Source: an optimization exercise on an open RTL-to-GDS flow (aim: small area, a short achievable clock period and few clock cycles per item). Production flows keep margins and buffers that such runs may drop.
Where RTL was checked, it was by simulation tests only, not by an equivalence proof against the original.
The RTL of runs 5 and 6 was laid out without a check of its function.
No activity file was given, so power comes from the tool's default toggle rates.

===== design/flow/config.mk =====
export PLATFORM = sky130hd
export DESIGN_NAME = acc_cpu
export DESIGN_NICKNAME = acc_cpu
export VERILOG_FILES = /design/flow/design.v
export SDC_FILE = /design/flow/constraint.sdc
export NUM_CORES = 4
export LEC_CHECK = 0
export CAP_MARGIN = 20
export CORE_MARGIN = 2
export CORE_UTILIZATION = 40
export PLACE_DENSITY = 0.6
export SETUP_SLACK_MARGIN = 2
export SLEW_MARGIN = 20

===== design/flow/constraint.sdc =====
create_clock -name core_clock -period 7.0 [get_ports {clk}]
set_input_delay 1.4000 -clock core_clock [delete_from_list [all_inputs] [get_ports {clk}]]
set_output_delay 1.4000 -clock core_clock [all_outputs]
set_load 0.01 [all_outputs]

===== design/flow/standard.sh =====
#!/bin/bash
# synth_recipe.tcl (not shown) runs the flow's synth.tcl, then flattens the netlist and writes it again
# the make line also repeats each setting of config.mk as NAME=value (left out here)
make -C /OpenROAD-flow-scripts/flow DESIGN_CONFIG=/design/flow/config.mk WORK_HOME=/design/flow/orfs CLKGATE_MAP_FILE= SYNTH_SCRIPT=/design/flow/synth_recipe.tcl "${@:-finish}"

===== design/flow/flow/run.sh =====
#!/bin/bash
# Standard layout, with plain buf_1 cells as the port buffers.
bash standard.sh 'BUFFER_PORTS_ARGS=-buffer_cell sky130_fd_sc_hd__buf_1' > standard.log 2>&1

===== design/flow/design.v =====
`timescale 1ns / 1ps
module acc_cpu(
	input clk,
	input rst,
	output [7:0] imem_addr,
	input [15:0] imem_rdata,
	output dmem_req,
	output dmem_we,
	output [7:0] dmem_addr,
	output [7:0] dmem_wdata,
	input dmem_ack,
	input [7:0] dmem_rdata,
	input [7:0] in_data,
	input in_valid,
	output in_ready,
	output [7:0] out_data,
	output out_valid,
	input out_ready,
	output halted,
	output [7:0] acc,
	output flag_c,
	output flag_z,
	output flag_v
);
localparam S_EXE = 3'b000;   
localparam S_RD1 = 3'b001;   
localparam S_RD2 = 3'b011;   
localparam S_ST  = 3'b010;   
localparam S_OVF = 3'b100;   
localparam S_MUL = 3'b101;   
localparam S_DIV = 3'b110;   
localparam S_HLT = 3'b111;   
reg [2:0] state;
reg [7:0] pc;        
reg [7:0] ACC;
reg C, Z, V;
reg [7:0] RET, IRET;
reg [3:0] HVPI;
reg [7:0] P;         
reg [2:0] cnt;       
reg mdone;           
wire exe = (state == S_EXE);
wire rd1 = (state == S_RD1);
wire rd2 = (state == S_RD2);
wire sst = (state == S_ST);
wire ovf = (state == S_OVF);
wire mul = (state == S_MUL);
wire div = (state == S_DIV);
wire rdv = rd1 | rd2;
wire [4:0] op = imem_rdata[15:11];
wire [2:0] md = imem_rdata[10:8];
wire [7:0] n = imem_rdata[7:0];
wire is_alu = (op[4:3] == 2'b00);
wire is_ld  = (op == 5'b01000);
wire is_st  = (op == 5'b01001);
wire is_shl = (op == 5'b01010);
wire is_shr = (op == 5'b01011);
wire is_in  = (op == 5'b01100);
wire is_out = (op == 5'b01101);
wire is_hlt = (op == 5'b01110);
wire is_hv  = (op == 5'b01111);
wire is_mul = (op == 5'b11000);
wire is_div = (op == 5'b11001);
wire is_br  = (op == 5'b11010);
wire is_bz  = (op == 5'b11011);
wire is_jsr = (op == 5'b11100);
wire is_rts = (op == 5'b11101);
wire is_rti = (op == 5'b11110);
wire is_bad = (op[4:3] == 2'b10) | (op == 5'b11111);
wire aluld = is_alu | is_ld;
wire bad_mode = aluld & (md[2] | (md[1] & md[0]));
wire m0 = (md == 3'd0);
wire rd = aluld & ~md[2] & (md[1] ^ md[0]);
wire hv0 = (HVPI == 4'd0);
wire ovf_en = hv0 | HVPI[0];
wire bi_en = hv0 | HVPI[1];
wire ba_en = hv0 | HVPI[2];
wire [7:0] a = div ? {P[6:0], ACC[7]} : ACC;
wire [7:0] b = rdv ? dmem_rdata : mul ? P : n;
wire [2:0] f = op[2:0];
wire [7:0] bx = b ^ {8{f[0]}};
wire [7:0] g0 = a & bx;
wire [7:0] p0 = a ^ bx;
wire [7:0] t0 = a | bx;
wire [7:0] G1, T1, G2, T2, G3;
assign G1[0] = g0[0] | (t0[0] & f[0]);
genvar gi;
generate for (gi = 1; gi < 8; gi = gi + 1) begin : pf1
	assign G1[gi] = g0[gi] | (t0[gi] & g0[gi-1]);
	assign T1[gi] = t0[gi] & t0[gi-1];
end endgenerate
assign G2[0] = G1[0];
assign G2[1] = G1[1] | (T1[1] & f[0]);
generate for (gi = 2; gi < 8; gi = gi + 1) begin : pf2
	assign G2[gi] = G1[gi] | (T1[gi] & (gi == 2 ? G1[0] : G1[gi-2]));
	if (gi >= 3) begin : t2
		assign T2[gi] = T1[gi] & T1[gi-2];
	end
end endgenerate
assign G3[0] = G2[0];
assign G3[1] = G2[1];
assign G3[2] = G2[2];
assign G3[3] = G2[3] | (T2[3] & f[0]);
generate for (gi = 4; gi < 8; gi = gi + 1) begin : pf3
	assign G3[gi] = G2[gi] | (T2[gi] & G3[gi-4]);
end endgenerate
wire [8:0] cy = {G3, f[0]};
wire c8 = cy[8];
wire [7:0] sum = p0 ^ cy[7:0];
reg [7:0] res;
always @(*) begin
	case (f[2:1])
	2'b00: res = sum;
	2'b01: res = a | bx;
	2'b10: res = a & bx;
	default: res = f[0] ? bx : ~a;
	endcase
end
wire vout = cy[7] ^ c8;
wire zsum = (p0 == {t0[6:0], f[0]});
wire zres = (f[2:1] == 2'b00) ? zsum : (res == 8'd0);
reg mbit, mnext;
always @(*) begin
	case (cnt)
	3'd0: begin mbit = n[0]; mnext = (n[7:2] == 6'd0); end
	3'd1: begin mbit = n[1]; mnext = (n[7:3] == 5'd0); end
	3'd2: begin mbit = n[2]; mnext = (n[7:4] == 4'd0); end
	3'd3: begin mbit = n[3]; mnext = (n[7:5] == 3'd0); end
	3'd4: begin mbit = n[4]; mnext = (n[7:6] == 2'd0); end
	3'd5: begin mbit = n[5]; mnext = ~n[7]; end
	default: begin mbit = n[cnt]; mnext = 1'b1; end
	endcase
end
wire dge = P[7] | c8;
wire nz = (n == 8'd0);
wire dq0 = (n == 8'd1) & ACC[7];    
wire ex_now = exe & aluld & m0;
wire ex_rd = (rd1 & ~md[1] | rd2) & dmem_ack;
wire ex = ex_now | ex_rd;
wire ex_alu = ex & is_alu;
wire ex_ld = ex & is_ld;
wire [7:0] pc1 = pc + 8'd1;
wire j_n   = exe & (is_br | (is_bz & Z) | is_jsr);
wire j_ret = exe & is_rts;
wire j_iret = exe & is_rti;
wire j_110 = exe & is_bad & bi_en;
wire j_120 = exe & bad_mode & ba_en;
wire stay_exe = rd | is_st | (is_in & ~in_valid) | (is_out & ~out_ready) | is_hlt | is_mul | is_div;
wire stall = (exe & stay_exe) | (rd1 & ~(dmem_ack & ~md[1])) | (rd2 & ~dmem_ack) |
	(sst & ~dmem_ack) | (mul & ~mdone) | (div & (cnt != 3'd7)) | (state == S_HLT);
wire jmp = j_n | j_ret | j_iret | j_110 | j_120 | ovf;
wire s_pc1 = ~stall & ~jmp;
wire [7:0] nxt = ({8{stall}} & pc) | ({8{s_pc1}} & pc1) | ({8{j_n}} & n) |
	({8{j_ret}} & RET) | ({8{j_iret}} & IRET) |
	({8{ovf}} & 8'd100) | ({8{j_110}} & 8'd110) | ({8{j_120}} & 8'd120);
assign imem_addr = nxt & {8{~rst}};
assign dmem_req = ~rst & ((exe & (rd | is_st)) | rdv | sst);
assign dmem_we = sst | (exe & is_st);
assign dmem_addr = rd2 ? P : n;
assign dmem_wdata = ACC;
assign in_ready = ~rst & exe & is_in;
assign out_valid = ~rst & exe & is_out;
assign out_data = ACC;
assign halted = (state == S_HLT);
assign acc = ACC;
assign flag_c = C;
assign flag_z = Z;
assign flag_v = V;
wire div_go = exe & is_div & ~nz & c8;      
wire div_0 = exe & is_div & ~nz & ~c8;      
wire div_ff = exe & is_div & nz;            
wire acc_res = ex_alu | (mul & mbit);
wire acc_b = ex_ld;
wire acc_in = exe & is_in & in_valid;
wire acc_shl = (exe & is_shl) | div | div_go;
wire acc_shr = exe & is_shr;
wire acc_ff = div_ff;
wire acc_clr = div_0 | (exe & is_mul & ~n[0]);
wire acc_keep = ~(acc_res | acc_b | acc_in | acc_shl | acc_shr | acc_ff | acc_clr);
wire shl_in = div ? dge : div_go & dq0;
wire [7:0] acc_nx = ({8{acc_res}} & res) | ({8{acc_b}} & b) | ({8{acc_in}} & in_data) |
	({8{acc_shl}} & {ACC[6:0], shl_in}) | ({8{acc_shr}} & {1'b0, ACC[7:1]}) |
	{8{acc_ff}} | ({8{acc_keep}} & ACC);
wire p_ptr = rd1 & dmem_ack;
wire p_sub = div & dge;
wire p_shift = mul | (div & ~dge);
wire p_mstart = exe & is_mul;
wire p_dfirst = div_go;
wire p_keep = ~(p_ptr | p_sub | p_shift | p_mstart | p_dfirst | div_0);
wire [7:0] p_nx = ({8{p_ptr}} & dmem_rdata) | ({8{p_sub}} & sum) |
	({8{p_shift}} & {P[6:0], div & ACC[7]}) | ({8{p_mstart}} & {ACC[6:0], 1'b0}) |
	{7'd0, p_dfirst & ACC[7] & ~dq0} | ({8{p_keep}} & P);
reg [2:0] st_nx;
always @(*) begin
	st_nx = state;
	case (state)
	S_EXE: begin
		if (ex_now) st_nx = (is_alu & vout & ovf_en) ? S_OVF : S_EXE;
		else if (rd) st_nx = S_RD1;
		else if (is_st) st_nx = S_ST;
		else if (is_hlt) st_nx = S_HLT;
		else if (is_mul) st_nx = S_MUL;
		else if (is_div) st_nx = S_DIV;
	end
	S_RD1: if (dmem_ack) st_nx = md[1] ? S_RD2 : (is_alu & vout & ovf_en) ? S_OVF : S_EXE;
	S_RD2: if (dmem_ack) st_nx = (is_alu & vout & ovf_en) ? S_OVF : S_EXE;
	S_ST: if (dmem_ack) st_nx = S_EXE;
	S_OVF: st_nx = S_EXE;
	S_MUL: if (mdone) st_nx = S_EXE;
	S_DIV: if (cnt == 3'd7) st_nx = S_EXE;
	default: st_nx = state;
	endcase
end
always @(posedge clk) begin
	pc <= imem_addr;
	P <= p_nx;
	mdone <= mnext;
	if (rst) begin
		state <= S_EXE;
		ACC <= 8'd0;
		C <= 1'b0;
		Z <= 1'b0;
		V <= 1'b0;
		RET <= 8'd0;
		IRET <= 8'd0;
		HVPI <= 4'd0;
		cnt <= 3'd0;
	end else begin
		state <= st_nx;
		ACC <= acc_nx;
		if (ex_alu) begin
			C <= c8;
			Z <= zres;
			V <= vout;
		end
		if ((ex_alu & vout & ovf_en) | j_110 | j_120) IRET <= pc1;
		if (exe & is_jsr) RET <= pc1;
		if (exe & is_hv) HVPI <= n[3:0];
		if (div_0 | div_ff) cnt <= 3'd7;
		else if ((exe & is_mul) | div_go | div | (mul & ~mdone)) cnt <= cnt + 3'd1;
		else if (mul) cnt <= 3'd0;
	end
end
endmodule

==> results.json, run 1 <==
{
  "status": "no timing/DRC/antenna violations",
  "port_buffers": 84,
  "crit_start": "state[0]$_SDFFE_PP0P_",
  "final.setup.worst_slack_ns": 2.013,
  "criticalPathCategory": "flip-flop to flip-flop",
  "finalMaxSlewViolations": 0,
  "coreArea_um2": 12110,
  "synth_edf_count": 0,
  "syn_nets": 711,
  "crit_path_end_kind": "flip-flop",
  "p_per_area_nw_per_um2": 311.6,
  "setup-violations-final": 0,
  "finalHoldViolCount": 0,
  "hp-class": "flip-flop to flip-flop",
  "max_freq_mhz": 200.5,
  "fin_crit_ns": 4.987,
  "vias_per_cell": 6.328,
  "numCtsBuffers": 5,
  "rsz0062_at_grt": "yes",
  "final.setup_skew_ns": 0.009799,
  "avgRoutedWirePerCell_um": 21.15,
  "cp-start-kind": "flip-flop",
  "insertion_delay_ns": 0.30,
  "finalPower_mw": 1.787,
  "netlist_area_um2": 5017,
  "gp_congestion": 0.9911,
  "worst_pin_slew_ns": 0.9561,
  "design.die.area_um2": 13450,
  "pin_count": 85,
  "crit_chain": "nand2b_1 -> o221ai_1 -> xnor2_1 -> inv_1 -> ha_1 -> inv_2 -> a21oi_1 -> o31ai_1 -> or3_4 -> a211o_1 -> xnor2_2 -> a21boi_1 -> buf_4 -> mux2_4",
  "crit_end": "IRET[4]$_SDFFE_PP0P_",
  "tns_ns": 0,
  "syn2layout_area_growth_pct": 14.29,
  "grt_usage_pct": 27.00,
  "ys_warn_count": 1,
  "rows": 40,
  "drive_gt1_share_pct": 13.51,
  "cts.sinks": 54,
  "htreeDepth": 2,
  "synthDistinctLibCells": 81,
  "syn_inst": 649,
  "synth_top_cell_by_area": "dfxtp_1",
  "die_x_um": 116.0,
  "cp.arrival_ns": 5.18,
  "rrSetupSlack_ns": 2.01,
  "num_antenna_cells": 0,
  "maxCapViolCount": 0,
  "die_y_um": 116.0,
  "gr-total-overflow": 0,
  "postRouteAntennaNets": 0,
  "ys_seq_area_share_pct": 21.55,
  "grt_max_degree": 34,
  "drc": 0,
  "syn_avg_cell_area_um2": 7.731,
  "crit_fanout": 22,
  "cts_root_buf": "clkbuf_16",
  "reg2reg_to": "IRET[4]$_SDFFE_PP0P_",
  "drt_iter0_markers": 721,
  "r2r_start": "state[0]$_SDFFE_PP0P_",
  "drt_wl_total_um": 18430,
  "clockBufferDepth": 2,
  "cp_slowest_cell": "dfxtp_1",
  "synth_commonest_cells": "nor2_1, nand2_1, dfxtp_1",
  "fin_crit_sh_pct": 71.24,
  "antenna_found_initial": 0,
  "worstPathRequired_ns": 7.19,
  "grt_pass1_vias": 5089,
  "clkTransAtPathRegs_ns": 0.08,
  "cts_tree": "done",
  "synthArstFlopShare_pct": 0,
  "synth_top_area_share_pct": 21.55,
  "post-place-ws_ns": 1.410,
  "worst_path_largest_cell_delay_ns": 0.92,
  "dp_hpwl_um": 13600,
  "holdBufCountCts": 0,
  "peakVddDrop_uv": 113.1,
  "r2r_cells": 14,
  "ys_ff_latch": 54,
  "start_util_pct": 41.43,
  "final_net_count": 765,
  "grt_pass1_wl_um": 28200,
  "yosysMostFrequentCell": "nor2_1",
  "synthTopCellsByArea": "dfxtp_1, ha_1, nor2_1, nand2_1, a21oi_1",
  "ys.flop_type": "dfxtp_1",
  "leakagePower_nw": 2.200,
  "relSlewSlack_pct": 36.19,
  "dr.pass1.iters": 6,
  "via_count": 5512
}
[state kept, by name (all words and copies together), names as in the netlist]
signal	cells
ACC	8
state	3
Z	1
HVPI	4
pc	8
mdone	1
IRET	8
V	1
P	8
cnt	3
RET	8
C	1
[cells by family (layout without fill, tap and decap cells)]
family                     Yosys count  in the layout  synth area share [%]
muxes                               35             35                 8.404
and+or+nand+nor                    214            214                 21.42
buffers and inverters               88            142                 8.279
xor gates and xnor gates            28             28                 5.037
DFF                                 54             54                 21.55
adders and majority gates           25             25                 6.234
AOI/OAI and AO/OA                  205            205                 29.08
[where the power goes]
group          internal [mW]  switching (mW)
Combinational          0.415           0.607
Clock                  0.168           0.125
Sequential             0.370           0.103
[metal layers]
metal  GRT usage [%]  routed length (um)  vias to the layer above  share of wire, %
met3           5.073                1772                       34               9.6
met1           37.32                7987                     2649                43
met4           8.175                 394                        0               2.1
li1                -                   -                     2506                 -
met2           42.81                8273                      323                45
met5               0                   0                        -                 0
[worst max-delay path: cells and delay by family (launching register included)]
kind                     cells  cell delay (ns)
multiplexers                 1             0.32
buffers and inverters        3             0.37
AO/OA/AOI/OAI                5             1.58
flip-flops                   1             0.92
XOR/XNOR                     2             0.35
adder cells (fa/ha/maj)      1             0.29
AND/OR/NAND/NOR              2             1.03
[cell type report]
cell class / instances / area (um^2)
clock buffers: 5 / 125.1
clock inverters: 2 / 38.79
fillers: 1233 / 6377
inverters: 37 / 143.9
multi-input cells: 507 / 3677
flip-flops and latches: 54 / 1081
well taps: 168 / 210.2
repair buffers: 98 / 457.9
[through the flow]
step	std cells	util [%]	area, um^2	hold WS (ns)
finish	871	47.35	5734	0.4860
CTS	867	46.02	5574	0.4902
global placement	857	43.95	5323	0.4624
floorplan	649	-	5017	0.4524
detailed placement	857	43.95	5323	0.4797
global route	871	47.35	5734	0.5102
[what timing repair did]
action	CTS	global route
setup endpoints to repair	9	12
pin swaps	2	9
resized for setup	19	37
buffers inserted	3	4
[cell usage in the layout, fill, tap and decap left out, types with 6 or more instances in the layout]
master    instances
a211oi_1         10
a21o_1            6
a21oi_1          41
a221oi_1         15
a222oi_1         10
a22oi_1          12
a31oi_1           8
and3_1            6
buf_1            69
buf_2             6
buf_4            14
clkbuf_2          6
dfxtp_1          54
ha_1             24
inv_1            30
mux2_2           11
mux2i_1          17
nand2_1          56
nand2b_1         17
nand3_1          17
nor2_1           54
nor2b_1           8
nor3_1           16
o211ai_1         14
o21ai_0          22
o22ai_1          18
xnor2_1          17
xor2_1           10
[how the worst min path moves through the flow]
stage / from / endpoint / slack [ns] / cells past startpoint
6_report: IRET[1]$_SDFFE_PP0P_ / IRET[1]$_SDFFE_PP0P_ / 0.49 / 2
3_5_place_dp: IRET[1]$_SDFFE_PP0P_ / IRET[1]$_SDFFE_PP0P_ / 0.48 / 2
2_1_floorplan: IRET[1]$_SDFFE_PP0P_ / IRET[1]$_SDFFE_PP0P_ / 0.45 / 2
4_1_cts: IRET[6]$_SDFFE_PP0P_ / IRET[6]$_SDFFE_PP0P_ / 0.49 / 2
5_1_grt: IRET[7]$_SDFFE_PP0P_ / IRET[7]$_SDFFE_PP0P_ / 0.51 / 2
3_3_place_gp: IRET[6]$_SDFFE_PP0P_ / IRET[6]$_SDFFE_PP0P_ / 0.46 / 2
Testbench counts, summed over its fixed seeds: cycles 162,768, programs 480.
==> run 2, diff against run 1 <==
--- a/design/flow/config.mk
+++ b/design/flow/config.mk
@@ -9,5 +9,5 @@
 export CORE_MARGIN = 2
 export CORE_UTILIZATION = 40
 export PLACE_DENSITY = 0.6
-export SETUP_SLACK_MARGIN = 2
+export SETUP_SLACK_MARGIN = 3
 export SLEW_MARGIN = 20
==> results.json, run 2 <==
{
  "status": "no timing/DRC/antenna violations",
  "yosysMostFrequentCell": "nor2_1",
  "met1_usage_pct": 39.55,
  "vias_per_cell": 6.237,
  "cp-start-kind": "input pin",
  "crit_path_end_kind": "primary output",
  "maxCapViolCount": 0,
  "drt_iter0_markers": 841,
  "setup-violations-final": 0,
  "ys_ff_latch": 54,
  "hp-class": "flip-flop to flip-flop",
  "syn_nets": 711,
  "htreeDepth": 2,
  "worst_pin_slew_ns": 0.8546,
  "grt_max_degree": 57,
  "antenna_found_initial": 0,
  "ys_seq_area_share_pct": 21.55,
  "final_cells": 940,
  "syn2layout_area_growth_pct": 35.89,
  "grt_pass1_vias": 5568,
  "coreArea_um2": 12110,
  "cp.arrival_ns": 3.43,
  "netlist_area_um2": 5017,
  "tns_ns": 0,
  "fin_crit_ns": 4.828,
  "cts_tree": "done",
  "gp_congestion": 0.9588,
  "start_util_pct": 41.43,
  "final.setup_skew_ns": 0.005227,
  "synth_edf_count": 0,
  "syn_avg_cell_area_um2": 7.731,
  "clockBufferDepth": 2,
  "finalMaxSlewViolations": 0,
  "num_antenna_cells": 0,
  "relSlewSlack_pct": 42.71,
  "synthTopCellsByArea": "dfxtp_1, ha_1, nor2_1, nand2_1, a21oi_1",
  "synthDistinctLibCells": 81,
  "dp_cells": 856,
  "die_y_um": 116.0,
  "synthArstFlopShare_pct": 0,
  "rsz0062_at_grt": "yes",
  "ys_warn_count": 1,
  "drc": 0,
  "syn_inst": 649,
  "peakVddDrop_uv": 118.3,
  "drt_wl_total_um": 20420,
  "worstPathRequired_ns": 5.60,
  "synth_top_cell_by_area": "dfxtp_1",
  "via_count": 5863,
  "finalHoldViolCount": 0,
  "ys.flop_type": "dfxtp_1",
  "synth_top_area_share_pct": 21.55,
  "insertion_delay_ns": 0.30,
  "port_buffers": 84,
  "grt_pass1_wl_um": 30580,
  "die_x_um": 116.0,
  "numCtsBuffers": 5,
  "cts_root_buf": "clkbuf_16",
  "gr-total-overflow": 0,
  "fillers": 1151,
  "crit_fanout": 4,
  "cts.sinks": 54,
  "leakagePower_nw": 2.713,
  "clkTransAtPathRegs_ns": 0.07,
  "grt_usage_pct": 29.29,
  "design.die.area_um2": 13450,
  "gr-usage-met3_pct": 5.596,
  "final_cell_mix": "buf_4, buf_1, nand2_1",
  "criticalPathCategory": "input pin to primary output",
  "dr.pass1.iters": 7,
  "avgRoutedWirePerCell_um": 21.72,
  "met2_usage_pct": 46.71,
  "max_freq_mhz": 207.1,
  "final_net_count": 834,
  "rows": 40,
  "synth_commonest_cells": "nor2_1, nand2_1, dfxtp_1",
  "drive_gt1_share_pct": 30.96,
  "top_usage_layer": "met2",
  "dp_hpwl_um": 13900,
  "fin_crit_sh_pct": 68.97,
  "p_per_area_nw_per_um2": 297.8,
  "final_common_cell": "buf_4",
  "pin_count": 85,
  "postRouteAntennaNets": 0
}
run 2: cell counts after synthesis:
No cell type changed its count.
run 2: worst paths after layout:
kind | from | cells after the start | end | slack, ns
setup reg to reg | state[2]$_SDFFE_PP0P_ | 12 | IRET[0]$_SDFFE_PP0P_ | 3.04
hold reg to reg | IRET[2]$_SDFFE_PP0P_ | 2 | IRET[2]$_SDFFE_PP0P_ | 0.49
setup / recovery | imem_rdata[9] | 11 | imem_addr[7] | 2.17
hold / removal | IRET[2]$_SDFFE_PP0P_ | 2 | IRET[2]$_SDFFE_PP0P_ | 0.49
run 2: layer usage:
layer | share of wire [%] | wire length, um
met1 | 43 | 8706
met5 | 0 | 0
met3 | 8.3 | 1687
met2 | 46 | 9397
met4 | 3.1 | 629
run 2: kinds of logic after synthesis:
family          synth area share, %
compound gates                29.08
xor+xnor                      5.037
fa+ha+maj                     6.234
buf+inv                       8.279
flops                         21.55
mux                           8.404
simple gates                  21.42
run 2: where the power goes:
group	total (mW)	leakage, nW	internal, mW	switching, mW
Combinational	1.27	2.20	0.579	0.696
Sequential	0.501	0.442	0.372	0.129
Clock	0.255	0.0701	0.132	0.123
run 2: stage by stage:
| stage | hold slack [ns] | setup WS [ns] | util [%] | total power [mW] | area (um^2) |
|---|---|---|---|---|---|
| floorplan | 0.4524 | 2.361 | - | 1.208 | 5202 |
| global placement | 0.4633 | 1.654 | 44.99 | 1.447 | 5449 |
| detailed placement | 0.4760 | 1.585 | 44.99 | 1.449 | 5449 |
| CTS | 0.4882 | 2.115 | 52.51 | 1.879 | 6360 |
| global route | 0.5123 | 2.102 | 56.29 | 2.128 | 6818 |
| finish | 0.4899 | 2.172 | 56.29 | 2.030 | 6818 |
run 2: layout make-up:
type                    instances  area, um^2  share of cell area [%]
clock buffers                   5       125.1                   1.835
clock inverters                 2       13.76                  0.2019
inverters                      37       156.4                   2.294
multi-input cells             507        4073                   59.74
flip-flops and latches         54        1087                   15.95
well taps                     168       210.2                   3.083
repair buffers                167        1152                   16.90
run 2: what timing repair did:
item / 4_1_cts / 5_1_grt
endpoints found under the setup margin: 43 / 39
resized for setup: 102 / 63
buffers inserted: 53 / 24
hold buffers: 0 / 0
pin swaps: 32 / 35
endpoints found under the hold margin: 0 / 0
run 2: worst max-delay path, stage by stage:
cell     delay [ns]
buf_12         0.11
buf_4          0.14
ha_4           0.16
o22ai_4        0.20
nor2_4         0.07
or3b_4         0.42
nor4b_4        0.37
buf_4          0.21
nand2_2        0.06
a21oi_2        0.15
buf_2          0.15
==> run 3, diff against run 2 <==
--- a/design/flow/config.mk
+++ b/design/flow/config.mk
@@ -9,5 +9,5 @@
 export CORE_MARGIN = 2
 export CORE_UTILIZATION = 40
 export PLACE_DENSITY = 0.6
-export SETUP_SLACK_MARGIN = 3
+export SETUP_SLACK_MARGIN = 2.1
 export SLEW_MARGIN = 20
==> results.json, run 3 <==
{
  "status": "no timing/DRC/antenna violations",
  "finalMaxSlewViolations": 0,
  "clkTransAtPathRegs_ns": 0.07,
  "cts_tree": "done",
  "gr-total-overflow": 0,
  "criticalPathCategory": "input pin to primary output",
  "ys.flop_type": "dfxtp_1",
  "synth_top_area_share_pct": 21.55,
  "final_net_count": 769,
  "crit_path_end_kind": "primary output",
  "pwr-share-clk_pct": 16.6,
  "vias_per_cell": 6.247,
  "cp.arrival_ns": 3.44,
  "cts_root_buf": "clkbuf_16",
  "crit_fanout": 10,
  "p_comb_share_pct": 57.7,
  "port_buffers": 84,
  "worstPathRequired_ns": 5.60,
  "max_freq_mhz": 206.5,
  "p_int_mw": 0.9975,
  "htreeDepth": 2,
  "avgRoutedWirePerCell_um": 21.32,
  "design.die.area_um2": 13450,
  "setup-violations-final": 0,
  "drc": 0,
  "utilization_pct": 48.07,
  "worst_path_largest_cell_delay_ns": 0.37,
  "drt_iter0_markers": 853,
  "post_dp_cell_area_um2": 5324,
  "ys_seq_area_share_pct": 21.55,
  "ys_ff_latch": 54,
  "final.setup_skew_ns": 0.008300,
  "cp-start-kind": "input pin",
  "pin_count": 85,
  "syn_nets": 711,
  "synthTopCellsByArea": "dfxtp_1, ha_1, nor2_1, nand2_1, a21oi_1",
  "syn_avg_cell_area_um2": 7.731,
  "p_switching_mw": 0.8440,
  "tns_ns": 0,
  "crit_chain": "clkbuf_4 -> o31a_1 -> or3_4 -> nor2_4 -> or3b_4 -> nor4b_4 -> buf_4 -> a21o_1 -> a221oi_2 -> nor2_1 -> buf_2",
  "cp_slowest_cell": "or3_4",
  "die_y_um": 116.0,
  "pwr-share-seq_pct": 25.7,
  "p_per_area_nw_per_um2": 316.3,
  "num_antenna_cells": 0,
  "yosysMostFrequentCell": "nor2_1",
  "gp_congestion": 1.005,
  "grt_max_degree": 34,
  "netlist_area_um2": 5017,
  "maxCapViolCount": 0,
  "grt_pass1_vias": 5232,
  "finalPower_mw": 1.841,
  "hp-class": "flip-flop to flip-flop",
  "start_util_pct": 41.43,
  "dr.pass1.iters": 6,
  "syn2layout_area_growth_pct": 16.03,
  "antenna_found_initial": 0,
  "dp_hpwl_um": 13820,
  "coreArea_um2": 12110,
  "holdBufCountCts": 0,
  "insertion_delay_ns": 0.30,
  "final_cell_mix": "buf_1, nand2_1, nor2_1",
  "syn_inst": 649,
  "synth_commonest_cells": "nor2_1, nand2_1, dfxtp_1",
  "grt_pass1_wl_um": 28700,
  "via_count": 5472,
  "drt_wl_total_um": 18680,
  "fin_crit_ns": 4.843,
  "cts.sinks": 54,
  "peakVddDrop_uv": 127.0,
  "leakagePower_nw": 2.253,
  "drive_gt1_share_pct": 14.83,
  "finalHoldViolCount": 0,
  "fin_crit_sh_pct": 69.18,
  "rsz0062_at_grt": "yes",
  "ys_warn_count": 1,
  "synth_edf_count": 0,
  "fin_area_um2": 5822,
  "switching_share_pct": 45.83,
  "die_x_um": 116.0,
  "postRouteAntennaNets": 0,
  "synthDistinctLibCells": 81,
  "synthArstFlopShare_pct": 0,
  "clockBufferDepth": 2,
  "r2r_cells": 15,
  "rows": 40,
  "synth_top_cell_by_area": "dfxtp_1",
  "final_common_cell": "buf_1",
  "grt_usage_pct": 27.50,
  "whs_path_depth": 2,
  "worst_pin_slew_ns": 0.9378,
  "relSlewSlack_pct": 37.42,
  "numCtsBuffers": 5
}
## run 3: cell types whose count changed in the layout (fill, tap and decap cells not counted), moves of 5 or more
cell / change
buf_6: -19
xnor2_2: -5
a21oi_1: +6
buf_4: -50
xnor2_1: +5
ha_4: -6
buf_1: +12
ha_1: +9
buf_2: -9
## run 3: timing repair
| item | CTS | global route |
|---|---|---|
| endpoints found under the setup margin | 23 | 35 |
| resized for setup | 28 | 38 |
| pin swaps | 6 | 5 |
| hold endpoints to repair | 0 | 0 |
| gates cloned | 1 | 0 |
| setup buffers | 4 | 7 |
## run 3: layer usage
metal	wire length, um	vias to the layer above	GRT usage [%]
met5	0	-	0
met4	470	0	11.03
met3	1632	37	4.916
met2	8403	306	42.03
met1	8170	2602	38.36
li1	-	2527	-
## run 3: power by group through the flow
stage	Combinational (mW)	Clock, mW	Sequential (mW)
floorplan	0.729	0	0.432
global placement	0.923	0	0.473
detailed placement	0.928	0	0.474
CTS	0.975	0.313	0.468
global route	1.14	0.324	0.482
finish	1.06	0.306	0.474
## run 3: kinds of logic after synthesis
kind of cell,share of synthesized area (%)
adder cells (fa/ha/maj),6.234
buffers and inverters,8.279
AO/OA/AOI/OAI,29.08
multiplexers,8.404
flip-flops,21.55
XOR/XNOR,5.037
AND/OR/NAND/NOR,21.42
## run 3: cell type report
| class | instances | area [um^2] |
|---|---|---|
| multi-input combinational | 507 | 3690 |
| fill | 1261 | 6290 |
| inverter | 37 | 146.4 |
| timing repair buffer | 102 | 515.5 |
| tap | 168 | 210.2 |
| clock buffer | 6 | 138.9 |
| sequential | 54 | 1082 |
| clock inverter | 2 | 38.79 |
## run 3: worst max-delay path, delay by kind of cell
kind                   cells  cell delay, ns
AOI/OAI and AO/OA          3            0.77
and+or+nand+nor            5            0.76
buffers and inverters      3            0.50
## run 3: through the flow
stage          setup slack, ns  hold WS [ns]  instances
5_1_grt                  2.023        0.5056        876
2_1_floorplan            2.142        0.4524        649
6_report                 2.157        0.4808        876
3_5_place_dp             1.369        0.4780        856
3_3_place_gp             1.445        0.4606        856
4_1_cts                  1.985        0.4894        869
## run 3: final timing paths
check                                       endpoint  slack, ns             startpoint
worst max register to register  IRET[4]$_SDFFE_PP0P_       2.56  state[1]$_SDFFE_PP0P_
worst min register to register  IRET[1]$_SDFFE_PP0P_       0.48   IRET[1]$_SDFFE_PP0P_
worst max-delay path                    imem_addr[5]       2.16         imem_rdata[12]
worst min-delay path            IRET[1]$_SDFFE_PP0P_       0.48   IRET[1]$_SDFFE_PP0P_
==> run 4, diff against run 3 <==
--- a/design/flow/config.mk
+++ b/design/flow/config.mk
@@ -9,5 +9,5 @@
 export CORE_MARGIN = 2
 export CORE_UTILIZATION = 40
 export PLACE_DENSITY = 0.6
-export SETUP_SLACK_MARGIN = 2.1
+export SETUP_SLACK_MARGIN = 2.5
 export SLEW_MARGIN = 20
==> results.json, run 4 <==
{
  "numCtsBuffers": 5,
  "met2_usage_pct": 42.18,
  "syn_avg_cell_area_um2": 7.731,
  "finalMaxSlewViolations": 0,
  "whs_ns": 0.4832,
  "clkTransAtPathRegs_ns": 0.07,
  "die_x_um": 116.0,
  "gp_congestion": 0.9822,
  "cts_root_buf": "clkbuf_16",
  "muxShareOfSynthArea_pct": 8.404,
  "ys_seq_area_share_pct": 21.55,
  "cp.arrival_ns": 3.40,
  "min-delay-start": "IRET[2]$_SDFFE_PP0P_",
  "p_per_area_nw_per_um2": 304.1,
  "drt_iter0_markers": 690,
  "cts_tree": "done",
  "tns_ns": 0,
  "synthTopCellsByArea": "dfxtp_1, ha_1, nor2_1, nand2_1, a21oi_1",
  "synth_edf_count": 0,
  "post_dp_cell_area_um2": 5409,
  "fin_crit_ns": 4.796,
  "worst_pin_slew_ns": 1.000,
  "grt_pass1_vias": 5204,
  "num_antenna_cells": 0,
  "design.die.area_um2": 13450,
  "netlist_area_um2": 5017,
  "syn_inst": 649,
  "final_cell_mix": "buf_1, nand2_1, dfxtp_1, nor2_1, a21oi_1",
  "fillers": 1265,
  "setup-violations-final": 0,
  "synthDistinctLibCells": 81,
  "rows": 40,
  "port_buffers": 84,
  "crit_start": "imem_rdata[12]",
  "met1_usage_pct": 38.20,
  "r2r_start": "state[2]$_SDFFE_PP0P_",
  "insertion_delay_ns": 0.30,
  "worstPathRequired_ns": 5.60,
  "pin_count": 85,
  "synth_top_cell_by_area": "dfxtp_1",
  "synth_commonest_cells": "nor2_1, nand2_1, dfxtp_1",
  "cp-start-kind": "input pin",
  "synth_top_area_share_pct": 21.55,
  "avgRoutedWirePerCell_um": 21.14,
  "crit_chain": "buf_4 -> o31a_1 -> or3_4 -> nor2_4 -> or3b_4 -> nor4b_4 -> buf_6 -> a21o_1 -> a221oi_2 -> nor2_2 -> buf_2",
  "grt_pass1_wl_um": 28780,
  "final_net_count": 772,
  "dr.pass1.iters": 7,
  "top_usage_layer": "met2",
  "ys_ff_latch": 54,
  "ys_warn_count": 1,
  "leakagePower_nw": 2.288,
  "syn2layout_area_growth_pct": 17.43,
  "synth-xor-area-share_pct": 5.037,
  "multi_input_area_um2": 3755,
  "hp-class": "flip-flop to flip-flop",
  "die_y_um": 116.0,
  "synth_top_family_by_area": "compound AO/OA/AOI/OAI gates",
  "syn_nets": 711,
  "regArea_um2": 1082,
  "yosysMostFrequentCell": "nor2_1",
  "gr-total-overflow": 0,
  "fin_area_um2": 5892,
  "final.setup_skew_ns": 0.01316,
  "postRouteAntennaNets": 0,
  "synthSimpleGateAreaFrac_pct": 21.42,
  "via_count": 5553,
  "synth_compound_area_share_pct": 29.08,
  "clockBufferDepth": 2,
  "crit_fanout": 10,
  "dp_hpwl_um": 13810,
  "start_util_pct": 41.43,
  "relSlewSlack_pct": 33.25,
  "grt_max_degree": 35,
  "gr-usage-met3_pct": 6.015,
  "max_freq_mhz": 208.5,
  "drt_wl_total_um": 18560,
  "drive_gt1_share_pct": 17.04,
  "rsz0062_at_grt": "yes",
  "cp_slowest_cell": "or3_4",
  "grt_usage_pct": 27.57,
  "worst_path_largest_cell_delay_ns": 0.37,
  "finalHoldViolCount": 0,
  "antenna_found_initial": 0,
  "status": "no timing/DRC/antenna violations",
  "ys.flop_type": "dfxtp_1",
  "peakVddDrop_uv": 109.6,
  "criticalPathCategory": "input pin to primary output",
  "maxCapViolCount": 0,
  "fin_crit_sh_pct": 68.51,
  "htreeDepth": 2,
  "holdBufCountCts": 0,
  "crit_path_end_kind": "primary output",
  "synthArstFlopShare_pct": 0,
  "drc": 0,
  "cts.sinks": 54,
  "coreArea_um2": 12110,
  "synthAdderAreaFrac_pct": 6.234,
  "vias_per_cell": 6.325,
  "final_common_cell": "buf_1"
}
[run 4: final timing paths]
kind | depth (start not counted) | slack, ns | to
max | 11 | 2.20 | imem_addr[5]
min | 2 | 0.48 | IRET[2]$_SDFFE_PP0P_
max reg2reg | 15 | 2.50 | IRET[4]$_SDFFE_PP0P_
min reg2reg | 2 | 0.48 | IRET[2]$_SDFFE_PP0P_
[run 4: cells by family after synthesis]
kind of cell | count (synthesis)
simple gates | 214
buf+inv | 88
xor+xnor | 28
mux | 35
fa+ha+maj | 25
compound gates | 205
flops | 54
[run 4: worst max-delay path: cells and delay by family]
family,cells,cell delay [ns]
and+or+nand+nor,5,0.78
AOI/OAI and AO/OA,3,0.75
buffers and inverters,3,0.45
[run 4: stage by stage]
stage	setup slack [ns]	power [mW]	instances	util, %
final	2.204	1.791	878	48.65
after global routing	2.141	1.905	878	48.65
after CTS	2.147	1.747	871	47.69
after detailed placement	1.403	1.428	858	44.66
after global placement	1.526	1.418	858	44.66
after floorplan	2.361	1.189	649	-
[run 4: layout make-up]
class / count / share of cell area, %
multi-input combinational: 507 / 63.73
timing repair buffer: 105 / 9.323
inverter: 37 / 2.654
clock inverter: 2 / 0.2336
tap: 168 / 3.568
clock buffer: 5 / 2.124
sequential: 54 / 18.37
[run 4: report_power, final]
group	internal [mW]	total, mW	switching (mW)
Combinational	0.443	1.06	0.618
Sequential	0.370	0.477	0.107
Clock	0.132	0.253	0.122
Total	0.945	1.79	0.847
[run 4: routing by layer]
layer	vias up	part of all wire, %
li1	2533	-
met1	2661	44
met2	314	45
met3	45	8.8
met4	0	2.8
met5	-	0
[run 4: what timing repair did]
item,4_1_cts,5_1_grt
resized for setup,55,17
cloned,1,0
buffers inserted,5,7
endpoints found under the setup margin,36,35
pin swaps,11,10
==> run 5, diff against run 4 <==
--- a/design/flow/design.v
+++ b/design/flow/design.v
@@ -68,9 +68,11 @@
 wire is_rti = (op == 5'b11110);
 wire is_bad = (op[4:3] == 2'b10) | (op == 5'b11111);
 wire aluld = is_alu | is_ld;
-wire bad_mode = aluld & (md[2] | (md[1] & md[0]));
 wire m0 = (md == 3'd0);
-wire rd = aluld & ~md[2] & (md[1] ^ md[0]);
+wire m1 = (md == 3'd1);
+wire m2 = (md == 3'd2);
+wire bad_mode = aluld & ~(m0 | m1 | m2);
+wire rd = aluld & (m1 | m2);
 wire hv0 = (HVPI == 4'd0);
 wire ovf_en = hv0 | HVPI[0];
 wire bi_en = hv0 | HVPI[1];
==> results.json, run 5 <==
{
  "ys_seq_area_share_pct": 21.90,
  "cp-start-kind": "input pin",
  "antenna_found_initial": 0,
  "cts_root_buf": "clkbuf_16",
  "numCtsBuffers": 5,
  "critPathMostFrequentCell": "buf_4",
  "grt_usage_pct": 26.86,
  "synthTopCellsByArea": "dfxtp_1, ha_1, nor2_1, nand2_1, a21oi_1",
  "fin_area_um2": 5859,
  "dr.pass1.iters": 10,
  "design.die.area_um2": 13250,
  "finalHoldViolCount": 0,
  "port_buffers": 84,
  "cp_slowest_cell": "a221oi_1",
  "crit_path_end_kind": "primary output",
  "holdBufCountCts": 0,
  "status": "no timing/DRC/antenna violations",
  "synth_edf_count": 0,
  "clkTransAtPathRegs_ns": 0.08,
  "postRouteAntennaNets": 0,
  "coreArea_um2": 12010,
  "fin_crit_ns": 4.766,
  "post_dp_cell_area_um2": 5250,
  "multi_input_area_um2": 3681,
  "cp.arrival_ns": 3.37,
  "pin_count": 85,
  "vias_per_cell": 6.360,
  "cts.sinks": 54,
  "cts_tree": "done",
  "worstPathRequired_ns": 5.60,
  "drt_wl_total_um": 18280,
  "ys.flop_type": "dfxtp_1",
  "htreeDepth": 2,
  "drc": 0,
  "fin_crit_sh_pct": 68.08,
  "gp_congestion": 1.052,
  "worst_pin_slew_ns": 1.019,
  "final_cell_mix": "buf_1, nor2_1, nand2_1",
  "yosysMostFrequentCell": "nor2_1",
  "synthDistinctLibCells": 79,
  "peakVddDrop_uv": 115.0,
  "final_common_cell": "buf_1",
  "hp-class": "flip-flop to flip-flop",
  "p_comb_share_pct": 58.1,
  "crit_chain": "buf_12 -> buf_4 -> nor4bb_2 -> a21oi_1 -> o32ai_2 -> a21boi_4 -> o41ai_4 -> buf_4 -> buf_6 -> a221oi_1 -> a21oi_4 -> buf_2",
  "clockBufferDepth": 2,
  "dp_hpwl_um": 13350,
  "insertion_delay_ns": 0.30,
  "regArea_um2": 1085,
  "grt_pass1_vias": 4948,
  "synthArstFlopShare_pct": 0,
  "synth_commonest_cells": "nor2_1, nand2_1, dfxtp_1",
  "netlist_area_um2": 4937,
  "criticalPathCategory": "input pin to primary output",
  "via_count": 5476,
  "rsz0062_at_grt": "yes",
  "maxCapViolCount": 0,
  "ys_warn_count": 1,
  "syn_avg_cell_area_um2": 7.714,
  "grt_max_degree": 50,
  "tns_ns": 0,
  "finalPower_mw": 1.761,
  "drive_gt1_share_pct": 18.35,
  "max_freq_mhz": 209.8,
  "pwr-share-clk_pct": 14.3,
  "synth_top_cell_by_area": "dfxtp_1",
  "gr-total-overflow": 0,
  "syn_inst": 640,
  "p_switching_mw": 0.8381,
  "fillers": 1192,
  "die_x_um": 115.1,
  "rrSetupSlack_ns": 2.78,
  "rows": 40,
  "grt_pass1_wl_um": 27630,
  "crit_fanout": 8,
  "start_util_pct": 41.10,
  "synth_top_area_share_pct": 21.90,
  "relSlewSlack_pct": 31.70,
  "p_int_mw": 0.9230,
  "setup-violations-final": 0,
  "worst_path_largest_cell_delay_ns": 0.43,
  "die_y_um": 115.1,
  "final_net_count": 774,
  "syn2layout_area_growth_pct": 18.68,
  "syn_nets": 700,
  "final.setup_skew_ns": 0.007858,
  "leakagePower_nw": 2.289,
  "finalMaxSlewViolations": 0,
  "ys_ff_latch": 54,
  "num_antenna_cells": 0,
  "avgRoutedWirePerCell_um": 21.23,
  "pwr-share-seq_pct": 27.6,
  "p_per_area_nw_per_um2": 300.6,
  "drt_iter0_markers": 728,
  "switching_share_pct": 47.59
}
run 5: cell count changes after synthesis, moves of 4 or more:
cell / delta
a221oi_1: +4
nand2b_1: -7
mux2_4: -4
o22ai_1: -6
xor2_1: +4
nand2_1: +9
clkbuf_1: -6
nor2_1: +10
run 5: power by group through the flow:
stage / sequential (mW) / combinational (mW) / clock (mW)
after floorplan: 0.430 / 0.694 / 0
after global placement: 0.483 / 0.855 / 0
after detailed placement: 0.482 / 0.858 / 0
after CTS: 0.480 / 0.931 / 0.256
after global routing: 0.498 / 1.10 / 0.267
final: 0.486 / 1.02 / 0.252
run 5: per-layer routing:
metal	global-route usage, %	share of wire [%]	vias to the layer above
met4	8.353	2.2	0
met5	0	0	-
met3	4.744	10	32
met2	40.12	45	324
li1	-	-	2512
met1	39.25	43	2608
run 5: kinds of logic after synthesis:
kind of cell               count (synthesis)  synth area share, %
and+or+nand+nor                          229                22.58
AOI/OAI and AO/OA                        188                28.23
buffers and inverters                     82                8.084
DFF                                       54                21.90
muxes                                     36                8.413
xor gates and xnor gates                  28                4.967
adders and majority gates                 23                5.829
run 5: worst max-delay path, delay by kind of cell:
kind	cells	cell delay (ns)
simple gates	1	0.16
buf+inv	5	0.71
compound gates	6	1.10
run 5: final timing paths:
check / from / to / cells after the start
min reg2reg: RET[4]$_SDFFE_PP0P_ / RET[4]$_SDFFE_PP0P_ / 2
max: imem_rdata[11] / imem_addr[1] / 12
min: RET[4]$_SDFFE_PP0P_ / RET[4]$_SDFFE_PP0P_ / 2
max reg2reg: state[2]$_SDFFE_PP0P_ / Z$_SDFFE_PP0P_ / 14
run 5: metrics by stage:
stage / util [%] / instances / setup WS [ns] / hold WS [ns]
3_3_place_gp: 43.71 / 828 / 1.451 / 0.4755
3_5_place_dp: 43.71 / 828 / 1.399 / 0.4898
5_1_grt: 48.78 / 861 / 2.147 / 0.5299
2_1_floorplan: - / 640 / 2.220 / 0.4611
6_report: 48.78 / 861 / 2.234 / 0.5065
4_1_cts: 47.16 / 852 / 2.180 / 0.5090
run 5: timing repair:
action	in CTS	in global routing
setup endpoints to repair	37	38
setup buffers	17	9
gates cloned	0	0
gates resized for setup	42	36
pin swaps	11	12
run 5: final cells by class:
| class | count | share of cell area [%] |
|---|---|---|
| multi-input combinational | 504 | 62.82 |
| sequential | 54 | 18.51 |
| timing repair buffer | 115 | 10.98 |
| tap | 147 | 3.139 |
| inverter | 34 | 2.178 |
| clock buffer | 5 | 2.135 |
| clock inverter | 2 | 0.2349 |
==> run 6, diff against run 5 <==
--- a/design/flow/config.mk
+++ b/design/flow/config.mk
@@ -9,5 +9,5 @@
 export CORE_MARGIN = 2
 export CORE_UTILIZATION = 40
 export PLACE_DENSITY = 0.6
-export SETUP_SLACK_MARGIN = 2.5
+export SETUP_SLACK_MARGIN = 2.3
 export SLEW_MARGIN = 20
==> results.json, run 6 <==
{
  "hp-class": "flip-flop to flip-flop",
  "switching_share_pct": 47.65,
  "final_cell_mix": "nor2_1, buf_1, nand2_1",
  "pin_count": 85,
  "min-delay-start": "IRET[4]$_SDFFE_PP0P_",
  "ys_seq_area_share_pct": 21.90,
  "ys.flop_type": "dfxtp_1",
  "die_y_um": 115.1,
  "pwr-share-clk_pct": 14.9,
  "grt_pass1_wl_um": 27780,
  "syn_nets": 700,
  "relSlewSlack_pct": 25.93,
  "drc": 0,
  "post-place-ws_ns": 1.308,
  "maxCapViolCount": 0,
  "num_antenna_cells": 0,
  "avgRoutedWirePerCell_um": 21.81,
  "reg2reg_to": "Z$_SDFFE_PP0P_",
  "cts_tree": "done",
  "hold_end": "IRET[4]$_SDFFE_PP0P_",
  "tns_ns": 0,
  "rsz0062_at_grt": "yes",
  "pwr-share-seq_pct": 28.1,
  "clkTransAtPathRegs_ns": 0.07,
  "drt_iter0_markers": 878,
  "ys_warn_count": 1,
  "ys_ff_latch": 54,
  "crit_path_end_kind": "primary output",
  "synthDistinctLibCells": 79,
  "coreArea_um2": 12010,
  "worst_path_largest_cell_delay_ns": 0.32,
  "finalMaxSlewViolations": 0,
  "design.die.area_um2": 13250,
  "rows": 40,
  "die_x_um": 115.1,
  "syn_inst": 640,
  "cp_slowest_cell": "and3b_2",
  "cts_root_buf": "clkbuf_16",
  "numCtsBuffers": 5,
  "cp.arrival_ns": 3.48,
  "antenna_found_initial": 0,
  "crit_chain": "buf_8 -> buf_12 -> o31a_1 -> nand3b_1 -> o21a_1 -> a21boi_4 -> o41ai_4 -> and3b_2 -> a221oi_2 -> nor2_1 -> buf_2",
  "max_freq_mhz": 204.9,
  "htreeDepth": 2,
  "gp_congestion": 1.023,
  "via_count": 5478,
  "final.setup_skew_ns": 0.005877,
  "synth_edf_count": 0,
  "finalPower_mw": 1.722,
  "fin_crit_ns": 4.880,
  "grt_usage_pct": 27.15,
  "r2r_start": "state[1]$_SDFFE_PP0P_",
  "p_per_area_nw_per_um2": 299.9,
  "rrSetupSlack_ns": 2.60,
  "grt_max_degree": 50,
  "p_comb_share_pct": 57.0,
  "finalHoldViolCount": 0,
  "drive_gt1_share_pct": 15.56,
  "final_net_count": 767,
  "insertion_delay_ns": 0.30,
  "syn2layout_area_growth_pct": 16.30,
  "dr.pass1.iters": 8,
  "drt_wl_total_um": 18630,
  "yosysMostFrequentCell": "nor2_1",
  "cp-start-kind": "input pin",
  "cts.sinks": 54,
  "syn_avg_cell_area_um2": 7.714,
  "gr-total-overflow": 0,
  "p_switching_mw": 0.8205,
  "clockBufferDepth": 2,
  "dp_hpwl_um": 13330,
  "peakVddDrop_uv": 110.8,
  "fin_crit_sh_pct": 69.71,
  "setup-violations-final": 0,
  "synth_top_area_share_pct": 21.90,
  "synthTopCellsByArea": "dfxtp_1, ha_1, nor2_1, nand2_1, a21oi_1",
  "synth_commonest_cells": "nor2_1, nand2_1, dfxtp_1",
  "netlist_area_um2": 4937,
  "final_common_cell": "nor2_1",
  "port_buffers": 84,
  "synth_top_cell_by_area": "dfxtp_1",
  "postRouteAntennaNets": 0,
  "crit_fanout": 7,
  "whs_path_depth": 2,
  "holdBufCountCts": 0,
  "start_util_pct": 41.10,
  "worst_pin_slew_ns": 1.111,
  "p_int_mw": 0.9015,
  "synthArstFlopShare_pct": 0,
  "leakagePower_nw": 2.249,
  "vias_per_cell": 6.415,
  "r2r_cells": 15,
  "grt_pass1_vias": 4927,
  "final.setup.worst_slack_ns": 2.120,
  "worstPathRequired_ns": 5.60,
  "status": "no timing/DRC/antenna violations",
  "criticalPathCategory": "input pin to primary output"
}
## run 6: cell types whose count changed in the layout (fill, tap and decap cells not counted), moves of 3 or more
cell / before / now
buf_2: 6 / 10
clkbuf_4: 3 / 0
a21oi_1: 34 / 38
buf_4: 29 / 22
a21oi_2: 3 / 0
## run 6: power groups by stage
| stage | sequential, mW | combinational, mW | clock [mW] |
|---|---|---|---|
| 2_1_floorplan | 0.430 | 0.690 | 0 |
| 3_3_place_gp | 0.481 | 0.856 | 0 |
| 3_5_place_dp | 0.481 | 0.855 | 0 |
| 4_1_cts | 0.478 | 0.912 | 0.258 |
| 5_1_grt | 0.493 | 1.05 | 0.267 |
| 6_report | 0.484 | 0.982 | 0.256 |
## run 6: kinds of logic after synthesis
| group | count (synthesis) | synth area share, % |
|---|---|---|
| and+or+nand+nor | 229 | 22.58 |
| AOI/OAI and AO/OA | 188 | 28.23 |
| buffers and inverters | 82 | 8.084 |
| DFF | 54 | 21.90 |
| muxes | 36 | 8.413 |
| xor gates and xnor gates | 28 | 4.967 |
| adders and majority gates | 23 | 5.829 |
## run 6: through the flow
stage	cell area, um^2	hold slack (ns)	util (%)	instances
after floorplan	4984	0.4611	-	640
after global placement	5225	0.4820	43.50	827
after detailed placement	5225	0.4863	43.50	827
after CTS	5619	0.5064	46.78	847
after global routing	5742	0.5175	47.80	854
final	5742	0.5047	47.80	854
## run 6: layer usage
layer	GRT usage (%)	vias up	share of wire [%]
met1	38.95	2621	44
met5	0	-	0
met3	5.482	44	9.2
met4	8.112	0	2.2
li1	-	2492	-
met2	41.06	321	45
## run 6: area by class of cell
| type | count | area, um^2 |
|---|---|---|
| Clock buffer | 5 | 125.1 |
| Clock inverter | 2 | 13.76 |
| Fill cell | 1208 | 6270 |
| Inverter | 34 | 127.6 |
| Multi-Input combinational cell | 504 | 3607 |
| Sequential cell | 54 | 1084 |
| Tap cell | 147 | 183.9 |
| Timing Repair Buffer | 108 | 600.6 |
## run 6: worst max path at each step
stage / slack (ns) / from / end / cells past startpoint
6_report: 2.12 / imem_rdata[11] / imem_addr[6] / 11
3_3_place_gp: 1.29 / imem_rdata[12] / imem_addr[5] / 10
5_1_grt: 2.05 / imem_rdata[11] / imem_addr[2] / 11
2_1_floorplan: 2.22 / imem_rdata[12] / imem_addr[5] / 10
4_1_cts: 2.11 / imem_rdata[11] / imem_addr[6] / 11
3_5_place_dp: 1.31 / imem_rdata[12] / imem_addr[6] / 10
## run 6: critical path: cells and delay by family
kind	cells	cell delay, ns
simple gates	3	0.62
compound gates	5	1.06
buf+inv	3	0.41
## run 6: what timing repair did
action / CTS / global route
pin swaps: 7 / 7
resized for setup: 40 / 20
gates cloned: 1 / 0
setup endpoints to repair: 24 / 30
buffers inserted: 12 / 7
==> run 7, diff against run 6 <==
--- a/design/flow/design.v
+++ b/design/flow/design.v
@@ -68,11 +68,9 @@
 wire is_rti = (op == 5'b11110);
 wire is_bad = (op[4:3] == 2'b10) | (op == 5'b11111);
 wire aluld = is_alu | is_ld;
+wire bad_mode = aluld & (md[2] | (md[1] & md[0]));
 wire m0 = (md == 3'd0);
-wire m1 = (md == 3'd1);
-wire m2 = (md == 3'd2);
-wire bad_mode = aluld & ~(m0 | m1 | m2);
-wire rd = aluld & (m1 | m2);
+wire rd = aluld & ~md[2] & (md[1] ^ md[0]);
 wire hv0 = (HVPI == 4'd0);
 wire ovf_en = hv0 | HVPI[0];
 wire bi_en = hv0 | HVPI[1];
==> results.json, run 7 <==
{
  "ys_warn_count": 1,
  "hold_end": "IRET[6]$_SDFFE_PP0P_",
  "pin_count": 85,
  "wl_met3_um": 1395,
  "synth_top_area_share_pct": 21.55,
  "met1_length_um": 8300,
  "syn2layout_area_growth_pct": 15.96,
  "final_cells": 876,
  "cts_tree": "done",
  "cp.arrival_ns": 3.37,
  "syn_inst": 649,
  "wl_met2_um": 7941,
  "finalMaxSlewViolations": 0,
  "synthDistinctLibCells": 81,
  "leakagePower_nw": 2.234,
  "final_net_count": 770,
  "crit_path_end_kind": "primary output",
  "crit_fanout": 3,
  "top_layer": "met4",
  "max_freq_mhz": 209.5,
  "final_common_cell": "buf_1",
  "grt_pass1_wl_um": 28480,
  "cts_root_buf": "clkbuf_16",
  "via_count": 5474,
  "dr.pass1.iters": 7,
  "finalHoldViolCount": 0,
  "synth_top_cell_by_area": "dfxtp_1",
  "crit_start": "imem_rdata[8]",
  "avgRoutedWirePerCell_um": 20.62,
  "insertion_delay_ns": 0.30,
  "design.die.area_um2": 13450,
  "antenna_found_initial": 0,
  "setup-violations-final": 0,
  "ys.flop_type": "dfxtp_1",
  "yosysMostFrequentCell": "nor2_1",
  "cp-start-kind": "input pin",
  "numCtsBuffers": 5,
  "cts.sinks": 54,
  "worstPathRequired_ns": 5.60,
  "die_y_um": 116.0,
  "htreeDepth": 2,
  "syn_nets": 711,
  "clkTransAtPathRegs_ns": 0.07,
  "criticalPathCategory": "input pin to primary output",
  "clockBufferDepth": 2,
  "rrSetupSlack_ns": 2.47,
  "reg2reg_to": "IRET[0]$_SDFFE_PP0P_",
  "holdBufCountCts": 0,
  "drt_wl_total_um": 18070,
  "gr-total-overflow": 0,
  "ys_ff_latch": 54,
  "dp_cells": 858,
  "die_x_um": 116.0,
  "netlist_area_um2": 5017,
  "whs_ns": 0.4913,
  "status": "no timing/DRC/antenna violations",
  "final_cell_mix": "buf_1, nand2_1, dfxtp_1, nor2_1, a21oi_1",
  "tns_ns": 0,
  "synthTopCellsByArea": "dfxtp_1, ha_1, nor2_1, nand2_1, a21oi_1",
  "synth_commonest_cells": "nor2_1, nand2_1, dfxtp_1",
  "rsz0062_at_grt": "yes",
  "maxCapViolCount": 0,
  "peakVddDrop_uv": 123.1,
  "worst_pin_slew_ns": 0.9130,
  "min-delay-start": "IRET[6]$_SDFFE_PP0P_",
  "final.setup_skew_ns": 0.01244,
  "grt_pass1_vias": 5156,
  "rows": 40,
  "r2r_cells": 16,
  "hp-class": "flip-flop to flip-flop",
  "relSlewSlack_pct": 39.07,
  "dp_hpwl_um": 13640,
  "r2r_start": "state[1]$_SDFFE_PP0P_",
  "grt_max_degree": 57,
  "fin_crit_ns": 4.774,
  "drt_iter0_markers": 628,
  "syn_avg_cell_area_um2": 7.731,
  "coreArea_um2": 12110,
  "port_buffers": 84,
  "synth_edf_count": 0,
  "grt_usage_pct": 27.17,
  "gp_congestion": 1.041,
  "whs_path_depth": 2,
  "p_per_area_nw_per_um2": 304.0,
  "vias_per_cell": 6.249,
  "ys_seq_area_share_pct": 21.55,
  "drive_gt1_share_pct": 16.10,
  "num_antenna_cells": 0,
  "start_util_pct": 41.43,
  "drc": 0,
  "synthArstFlopShare_pct": 0,
  "postRouteAntennaNets": 0,
  "fin_crit_sh_pct": 68.20
}
-- run 7: changes by cell type after synthesis, moves of 6 or more --
| cell | delta |
|---|---|
| clkbuf_1 | +6 |
| nand2_1 | -9 |
| nand2b_1 | +7 |
| nor2_1 | -10 |
| o22ai_1 | +6 |
-- run 7: worst max-delay path, stage by stage --
cell and delay [ns]:
buf_8 0.10, inv_4 0.04, ha_4 0.19, nor2b_4 0.13, a32oi_2 0.20, o2111ai_2 0.13
a41o_2 0.28, nor4b_4 0.34, buf_4 0.18, mux2i_1 0.07, a31oi_2 0.16, buf_2 0.16
-- run 7: area by class of cell --
type / instances / area (um^2)
well taps: 168 / 210.2
multi-input cells: 507 / 3716
repair buffers: 103 / 518.0
inverters: 37 / 152.6
fillers: 1245 / 6294
clock inverters: 2 / 15.01
clock buffers: 5 / 125.1
flip-flops and latches: 54 / 1081
-- run 7: kinds of logic after synthesis --
kind of cell | after synthesis | synth area share, %
AOI/OAI and AO/OA | 205 | 29.08
xor gates and xnor gates | 28 | 5.037
adders and majority gates | 25 | 6.234
buffers and inverters | 88 | 8.279
muxes | 35 | 8.404
DFF | 54 | 21.55
and+or+nand+nor | 214 | 21.42
-- run 7: worst max path at each step --
stage                         endpoint  slack [ns]  depth (start not counted)
after floorplan           imem_addr[5]        2.24                          9
after global placement    imem_addr[5]        1.54                         10
after detailed placement  imem_addr[5]        1.52                         10
after CTS                 imem_addr[0]        2.12                         12
after global routing      imem_addr[0]        2.13                         12
final                     imem_addr[0]        2.23                         12
-- run 7: timing repair --
| action | CTS | global route |
|---|---|---|
| gates cloned | 0 | 0 |
| endpoints found under the setup margin | 19 | 36 |
| hold endpoints to repair | 0 | 0 |
| buffers inserted | 8 | 3 |
| resized for setup | 51 | 18 |
| pin swaps | 10 | 11 |
-- run 7: where the power goes --
group          internal, mW  switching (mW)
logic                 0.431           0.622
clock network         0.131           0.121
registers             0.370          0.0939
-- run 7: metrics by stage --
stage               area [um^2]  setup WS (ns)  total power, mW  util [%]
finish                     5818          2.226            1.768     48.04
floorplan                  5047          2.236            1.171         -
global route               5818          2.126            1.877     48.04
global placement           5348          1.538            1.413     44.15
CTS                        5720          2.116            1.729     47.23
detailed placement         5348          1.520            1.412     44.15
-- run 7: metal layers --
metal	vias to the layer above	track usage, %
li1	2534	-
met4	0	8.651
met5	-	0
met2	300	41.83
met1	2591	38.49
met3	49	5.021
Testbench counts of run 7, summed over its fixed seeds: cycles 162,768, programs 480.
==> run 8, diff against run 7 <==
==> design/flow/flow/run.sh (replaced) <==
#!/bin/bash
# Standard layout, with plain buf_1 cells as the port buffers and power
# (size) recovery on non-critical gates after global routing.
bash standard.sh 'BUFFER_PORTS_ARGS=-buffer_cell sky130_fd_sc_hd__buf_1' RECOVER_POWER=100 > standard.log 2>&1
==> results.json, run 8 <==
{
  "status": "no timing/DRC/antenna violations",
  "final_net_count": 770,
  "rows": 40,
  "drt_wl_total_um": 17990,
  "ys_ff_latch": 54,
  "cts.sinks": 54,
  "synthArstFlopShare_pct": 0,
  "gp_congestion": 1.041,
  "insertion_delay_ns": 0.30,
  "cts_root_buf": "clkbuf_16",
  "synthTopCellsByArea": "dfxtp_1, ha_1, nor2_1, nand2_1, a21oi_1",
  "criticalPathCategory": "input pin to primary output",
  "cp.arrival_ns": 4.29,
  "hp-class": "flip-flop to flip-flop",
  "synth_edf_count": 0,
  "syn_avg_cell_area_um2": 7.731,
  "pin_count": 85,
  "coreArea_um2": 12110,
  "vias_per_cell": 6.229,
  "tns_ns": 0,
  "clockBufferDepth": 2,
  "peakVddDrop_uv": 123.3,
  "synth_top_area_share_pct": 21.55,
  "gr-total-overflow": 0,
  "dr.pass1.iters": 8,
  "synth_top_cell_by_area": "dfxtp_1",
  "start_util_pct": 41.43,
  "drt_iter0_markers": 641,
  "design.die.area_um2": 13450,
  "maxCapViolCount": 0,
  "cts_tree": "done",
  "cp-start-kind": "input pin",
  "syn2layout_area_growth_pct": 13.07,
  "syn_nets": 711,
  "rsz0062_at_grt": "yes",
  "finalMaxSlewViolations": 0,
  "final_common_cell": "buf_1",
  "worst_pin_slew_ns": 1.087,
  "crit_path_end_kind": "primary output",
  "grt_pass1_vias": 5156,
  "ys.flop_type": "dfxtp_1",
  "rrSetupSlack_ns": 1.49,
  "antenna_found_initial": 0,
  "grt_max_degree": 57,
  "port_buffers": 84,
  "fillers": 1270,
  "final.setup_skew_ns": 0.01099,
  "leakagePower_nw": 2.127,
  "fin_crit_ns": 5.694,
  "relSlewSlack_pct": 26.58,
  "num_antenna_cells": 0,
  "setup-violations-final": 0,
  "numCtsBuffers": 5,
  "htreeDepth": 2,
  "ys_warn_count": 1,
  "worstPathRequired_ns": 5.60,
  "final_cells": 876,
  "finalHoldViolCount": 0,
  "clkTransAtPathRegs_ns": 0.07,
  "crit_fanout": 12,
  "dp_cells": 858,
  "drive_gt1_share_pct": 11.72,
  "dp_hpwl_um": 13640,
  "synth_commonest_cells": "nor2_1, nand2_1, dfxtp_1",
  "utilization_pct": 46.84,
  "postRouteAntennaNets": 0,
  "fin_crit_sh_pct": 81.35,
  "die_y_um": 116.0,
  "holdBufCountCts": 0,
  "drc": 0,
  "avgRoutedWirePerCell_um": 20.54,
  "p_per_area_nw_per_um2": 302.0,
  "ys_seq_area_share_pct": 21.55,
  "die_x_um": 116.0,
  "yosysMostFrequentCell": "nor2_1",
  "synthDistinctLibCells": 81,
  "syn_inst": 649,
  "grt_pass1_wl_um": 28480,
  "max_freq_mhz": 175.6,
  "via_count": 5457,
  "grt_usage_pct": 27.17,
  "final_cell_mix": "buf_1, nand2_1, dfxtp_1, nor2_1, a21oi_1",
  "netlist_area_um2": 5017
}
## run 8: cell counts after synthesis
No cell type changed its count.
## run 8: critical path, cell delays in order
cell and delay (ns):
clkbuf_1 0.58, clkinvlp_4 0.24, a32oi_1 0.31, o2111ai_2 0.14, a41o_2 0.27, nor4b_1 0.60, clkbuf_1 0.32, a221oi_1 0.13
nor2_1 0.14, clkbuf_1 0.17
## run 8: per-layer routing
layer	routed length, um	GRT usage [%]
met2	7921	41.83
met3	1463	5.021
met4	465	8.651
met1	8140	38.49
met5	0	0
## run 8: cell type report
class | count | area, um^2 | area share (%)
Inverter | 37 | 152.6 | 2.691
Multi-Input combinational cell | 507 | 3603 | 63.52
Clock buffer | 5 | 125.1 | 2.206
Tap cell | 168 | 210.2 | 3.705
Clock inverter | 2 | 15.01 | 0.2647
Timing Repair Buffer | 103 | 485.5 | 8.558
Sequential cell | 54 | 1081 | 19.06
## run 8: per-stage QoR
| step | power (mW) | hold slack (ns) | area, um^2 | worst slack [ns] |
|---|---|---|---|---|
| 2_1_floorplan | 1.171 | 0.4524 | 5047 | 2.236 |
| 3_3_place_gp | 1.413 | 0.4651 | 5348 | 1.538 |
| 3_5_place_dp | 1.412 | 0.4806 | 5348 | 1.520 |
| 4_1_cts | 1.729 | 0.4928 | 5720 | 2.116 |
| 5_1_grt | 1.823 | 0.5107 | 5673 | 1.110 |
| 6_report | 1.713 | 0.4931 | 5673 | 1.306 |
## run 8: power by group
part,internal (mW),switching [mW]
registers,0.370,0.0939
logic,0.397,0.603
clock network,0.131,0.119
total,0.897,0.816
## run 8: what timing repair did
item / in CTS / in global routing
setup endpoints to repair: 19 / 36
pin swaps: 10 / 11
gates resized for setup: 51 / 18
buffers inserted: 8 / 3
## run 8: final timing paths
check                         from  cells past startpoint                   end
min           IRET[6]$_SDFFE_PP0P_                      2  IRET[6]$_SDFFE_PP0P_
max                 imem_rdata[11]                     10          imem_addr[2]
max reg2reg  state[0]$_SDFFE_PP0P_                     14  IRET[0]$_SDFFE_PP0P_
min reg2reg   IRET[6]$_SDFFE_PP0P_                      2  IRET[6]$_SDFFE_PP0P_
## run 8: cell families (layout without fill, tap and decap cells)
logic type      count (synthesis)  after routing  share of synthesized area, %
flops                          54             54                         21.55
mux                            35             35                         8.404
compound gates                205            205                         29.08
fa+ha+maj                      25             25                         6.234
buf+inv                        88            147                         8.279
simple gates                  214            214                         21.42
xor+xnor                       28             28                         5.037

## static timing again, ports no longer ideal
How much do the figures lean on ideal ports? The routed layouts below were timed once more, with nothing changed but the port constraints. Step 1 assumes that a clkbuf_16 drives the clock port and a buf_2 every other input. Step 2, shift: input delay + t, output delay - t, t = (earliest + latest rising clock arrival at the registers) / 2. This alone moves slack from input paths to output paths. a / b / c = ideal / step 1 / step 2; a / b = the first two.
run	t, ns	setup slack, ns	hold slack, ns
run 1	0.339	2.013 / 1.981 / 1.828	0.486 / 0.486 / 0.486
run 2	0.338	2.172 / 2.124 / 2.124	0.490 / 0.490 / 0.490
run 3	0.339	2.157 / 2.137 / 1.999	0.481 / 0.481 / 0.481
run 4	0.339	2.204 / 2.174 / 2.057	0.483 / 0.483 / 0.483
run 5	0.333	2.234 / 2.188 / 2.188	0.507 / 0.507 / 0.507
run 6	0.336	2.120 / 2.083 / 2.083	0.505 / 0.505 / 0.505
run 7	0.337	2.226 / 2.183 / 2.058	0.491 / 0.491 / 0.491
run 8	0.334	1.306 / 1.269 / 1.269	0.493 / 0.493 / 0.493
After both steps every run listed still meets setup and hold. The setup slack of run 1, which loses most, moves by -0.032 ns with the drivers and by -0.185 ns with both steps.
